Context: an optimization exercise on an open-source flow, tuned for small area, a short achievable clock period and few clock cycles. The choices shown serve that exercise and are no tape-out recipe.
Where RTL was checked, it was by simulation tests only, not by an equivalence proof against the original.

## vendingMachine
module vendingMachine(
   clk,
   reset,
   coinInA,
   coinInB,
   coinInC,
   coinInD,
   itemTypeIn,
   itemNumberIn,
   forceIn,
   coinOutA,
   coinOutB,
   coinOutC,
   coinOutD,
   itemTypeOut,
   itemNumberOut,
   serviceTypeOut
);
For scale: roughly 63 I/O pins, roughly 10000 um^2 of cells after synthesis.
clock: 6.0 ns
lec_check: 0
abc_area: 1
cap_margin: 20
core_margin: 2
core_utilization: 40
slew_margin: 20
standard.sh (not shown) runs the stock make flow with config.mk's settings and CLKGATE_MAP_FILE= SYNTH_SCRIPT=/design/flow/synth_recipe.tcl, a recipe that flattens the netlist after the stock synthesis.
==> flow/flow/run.sh <==
#!/bin/bash
# The standard layout, with these changes:
# - synthesis leaves adders to ABC as plain gates instead of mapping them
#   to the full/half-adder cells;
# - each port gets a buf_2 as its buffer.
set -euo pipefail
bash standard.sh ADDER_MAP_FILE= "BUFFER_PORTS_ARGS=-buffer_cell sky130_fd_sc_hd__buf_2" finish > flow_make.log 2>&1
The first run completed with no timing, DRC or antenna violations.
Testbench counts at the start, summed over its fixed seeds: cycles 15,992.
Then changed:
==> flow/flow/run.sh (replaced) <==
#!/bin/bash
# The standard layout, except that synthesis leaves adders to ABC as plain
# gates instead of mapping them to the library's full/half-adder cells.
set -euo pipefail
bash standard.sh ADDER_MAP_FILE= finish > flow_make.log 2>&1
SETUP_SLACK_MARGIN = 0.4   (was not set)
After rerunning: Die area does not change; via count increases by about 3.3%; final cell count goes up by about 4%; fmax went up by 0.62%; design area increases by about 14%; sequential cell count stays the same; worst hold slack degrades by 0.0066 ns; wire length is higher by about 6%; synthesized area is unchanged; setup slack gets better by 0.035 ns; global-route usage increases by 0.76 points.
Then changed:
SETUP_SLACK_MARGIN = 0.8   (was 0.4)
The changed run completed without violations.
Non-clock buffer count grows by 74.
Cell area grows by roughly a tenth.
Global-route usage grows by 0.61 points.
Sequential share of layout area shrinks by 0.85 points.
Via count grows by a few percent.
Clock-buffer cell count is unchanged.
Worst setup slack gains 0.14 ns.
Die area stays the same.
Synthesized area does not change.
Core utilization grows by 5.6 points.

Another version of the RTL of vendingMachine (not shown whole).
For scale: ~1700 cells after synthesis, roughly 63 I/O pins, roughly 8900 sq um of cells after synthesis.
clock: 6.0 ns
lec_check: 0
abc_area: 1
cap_margin: 20
core_margin: 2
core_utilization: 40
slew_margin: 20
==> flow/flow/run.sh <==
#!/bin/bash
# The standard layout, with these changes:
# - synthesis leaves adders to ABC as plain gates instead of mapping them
#   to the full/half-adder cells;
# - each port gets a buf_2 as its buffer.
set -euo pipefail
here=$(pwd)
mkdir -p scripts
for f in "$FLOW_HOME"/scripts/*; do ln -sf "$f" scripts/; done
rm -f scripts/abc_area.script
cp flow/abc_area.script scripts/abc_area.script
bash standard.sh ADDER_MAP_FILE= SCRIPTS_DIR="$here/scripts" "BUFFER_PORTS_ARGS=-buffer_cell sky130_fd_sc_hd__buf_2" finish > flow_make.log 2>&1
==> flow/flow/abc_area.script <==
strash
&get -n
&deepsyn -J 5 -S 1
&put
balance
balance -l
resub -K 6 -l
rewrite -l
resub -K 6 -N 2 -l
refactor -l
resub -K 8 -l
balance -l
resub -K 8 -N 2 -l
rewrite -l
resub -K 10 -l
rewrite -z -l
resub -K 10 -N 2 -l
balance -l
resub -K 12 -l
refactor -z -l
resub -K 12 -N 2 -l
rewrite -z -l
balance -l
dch
map -B 2
topo
stime -c
buffer -c
upsize -c
dnsize -c
The baseline finished but fails on negative setup slack.
Testbench counts at the start, summed over its fixed seeds: cycles 15,992.
Change:
--- a/flow/flow/abc_area.script
+++ b/flow/flow/abc_area.script
@@ -24,3 +24,3 @@
 dch
-map -B 2
+map
 topo
=>
- The changed run produced a clean layout
- routed wire length is higher by roughly a tenth
- die area goes up slightly
- area after synthesis grows slightly
- non-clock buffer count fell by 27
- clock skew rises by 0.0039 ns
- critical path depth decreases by 20
- synthesized cell count shrinks by a little under a tenth
Change:
--- a/flow/flow/abc_area.script
+++ b/flow/flow/abc_area.script
@@ -24,3 +24,3 @@
 dch
-map
+map -B 0.9
 topo
- PLACE_DENSITY: default -> 0.8
Result:
- register-to-register slack improves by 0.39 ns
- hold slack improves by 0.029 ns
- maximum frequency came out higher by a few percent
- non-clock buffer count is lower by 39
- critical path depth grows by 3
- synthesized cell count is higher slightly
- routed wire length falls by about a fifth
- setup slack is better by 0.24 ns
Change:
--- a/flow/flow/abc_area.script
+++ b/flow/flow/abc_area.script
@@ -25,2 +25,3 @@
 map -B 0.9
+map -B 0.9
 topo
- PLACE_DENSITY: 0.8 -> default
After rerunning: The changed run ran to the end with no violations; design area rises slightly; final cell count rises slightly; wire length rises by a few percent; maximum frequency rises slightly; die area falls slightly; synthesized area falls slightly; core utilization rises by 0.32 points; worst setup slack gains 0.021 ns; via count barely changes; sequential cell count is unchanged.
Change:
--- a/flow/flow/abc_area.script
+++ b/flow/flow/abc_area.script
@@ -2,5 +2,4 @@
 &get -n
-&deepsyn -J 5 -S 1
+&deepsyn -T 20
 &put
-balance
 balance -l
@@ -25,3 +24,2 @@
 map -B 0.9
-map -B 0.9
 topo
Outcome:
- The new run produced a layout that fails on negative setup slack
- final cell count grows by 3.5%
- critical path depth went up by 6
- cell area is higher by 13%
- register-to-register slack is worse by 0.94 ns
- non-clock buffer count climbs by 136
- global-route usage increases by 2.6 points
- via count came out higher by 3.5%

## yarrow
vendingMachine, a different RTL version from the one above (not shown whole).
For scale: ~1600 cells after synthesis, ~45 flip-flops, about 63 I/O pins.
clock: 6.0 ns
lec_check: 0
abc_area: 1
cap_margin: 20
core_margin: 2
core_utilization: 40
slew_margin: 20
==> flow/flow/abc_area.script <==
strash
&get -n
&deepsyn -J 5 -S 1
&put
balance
balance -l
resub -K 6 -l
rewrite -l
resub -K 6 -N 2 -l
refactor -l
resub -K 8 -l
balance -l
resub -K 8 -N 2 -l
rewrite -l
resub -K 10 -l
rewrite -z -l
resub -K 10 -N 2 -l
balance -l
resub -K 12 -l
refactor -z -l
resub -K 12 -N 2 -l
rewrite -z -l
balance -l
dch
map -B 0.9
topo
stime -c
buffer -c
upsize -c
dnsize -c
Scripts as last shown in full above: flow/flow/run.sh
yarrow reached the end of the flow, and the finished layout is clean on the timing, DRC and antenna checks.
## Diff of input files: raven against yarrow
diff --git a/flow/flow/abc_area.script b/flow/flow/abc_area.script
--- a/flow/flow/abc_area.script
+++ b/flow/flow/abc_area.script
@@ -24,4 +24,5 @@
 dch
 map -B 0.9
+map -B 0.9
 topo
 stime -c
--- outcome ---
raven: done, clean on timing, DRC and antenna
yarrow reached the end of the flow, and the finished layout is clean on the timing, DRC and antenna checks.
Summary of raven over yarrow: wire length on met2 shows an increase of 680 microns; final design area excluding fillers shows an increase of about 2%.
Between yarrow and raven, the flow reports area used by multi-input combinational logic increasing slightly.
yarrow and raven ended up with nearly the same clock transition time at the flip-flop clock pins of the worst setup and hold paths.
No functional check of the RTL was part of any run of this note.

## re-timing with driven ports
No port has a modelled driver above. Below, the same layouts with a new extraction and two added sets of constraints.
Step 1: set_driving_cell puts a clkbuf_16 on clk and a buf_2 on each other input, an assumption about the parent block.
Step 2 moves the port delays by t, midway between the first and last clock arrival at a register: inputs arrive t later, outputs are due t later. That takes back most of the time a late clock gives input paths.
a / b / c = ideal ports / drivers / drivers and shift; a / b = the first two.
| run | t, ns | slack for setup (ns) | hold slack, ns |
|---|---|---|---|
| the first run of note 1 | 0.329 | 0.358 / 0.319 / 0.411 | 0.568 / 0.568 / 0.568 |
| the second run of note 1 | 0.327 | 0.393 / 0.353 / 0.599 | 0.561 / 0.561 / 0.561 |
| the third run of note 1 | 0.326 | 0.530 / 0.491 / 0.668 | 0.561 / 0.561 / 0.561 |
| the first run of note 2 | 0.354 | -0.005 / -0.048 / 0.255 | 0.551 / 0.551 / 0.551 |
| the second run of note 2 | 0.344 | 0.126 / 0.090 / 0.146 | 0.557 / 0.557 / 0.557 |
| the third run of note 2 | 0.330 | 0.366 / 0.327 / 0.266 | 0.587 / 0.587 / 0.587 |
| the fourth run of note 2 | 0.351 | 0.387 / 0.339 / 0.186 | 0.535 / 0.535 / 0.535 |
| the fifth run of note 2 | 0.350 | -0.246 / -0.292 / 0.058 | 0.584 / 0.584 / 0.584 |
| yarrow | 0.340 | 0.455 / 0.416 / 0.739 | 0.548 / 0.548 / 0.548 |
| raven | 0.343 | 0.405 / 0.364 / 0.399 | 0.518 / 0.518 / 0.518 |
For the fourth run of note 2, which loses most, drivers alone change the setup slack by -0.048 ns; drivers and shift together by -0.201 ns.
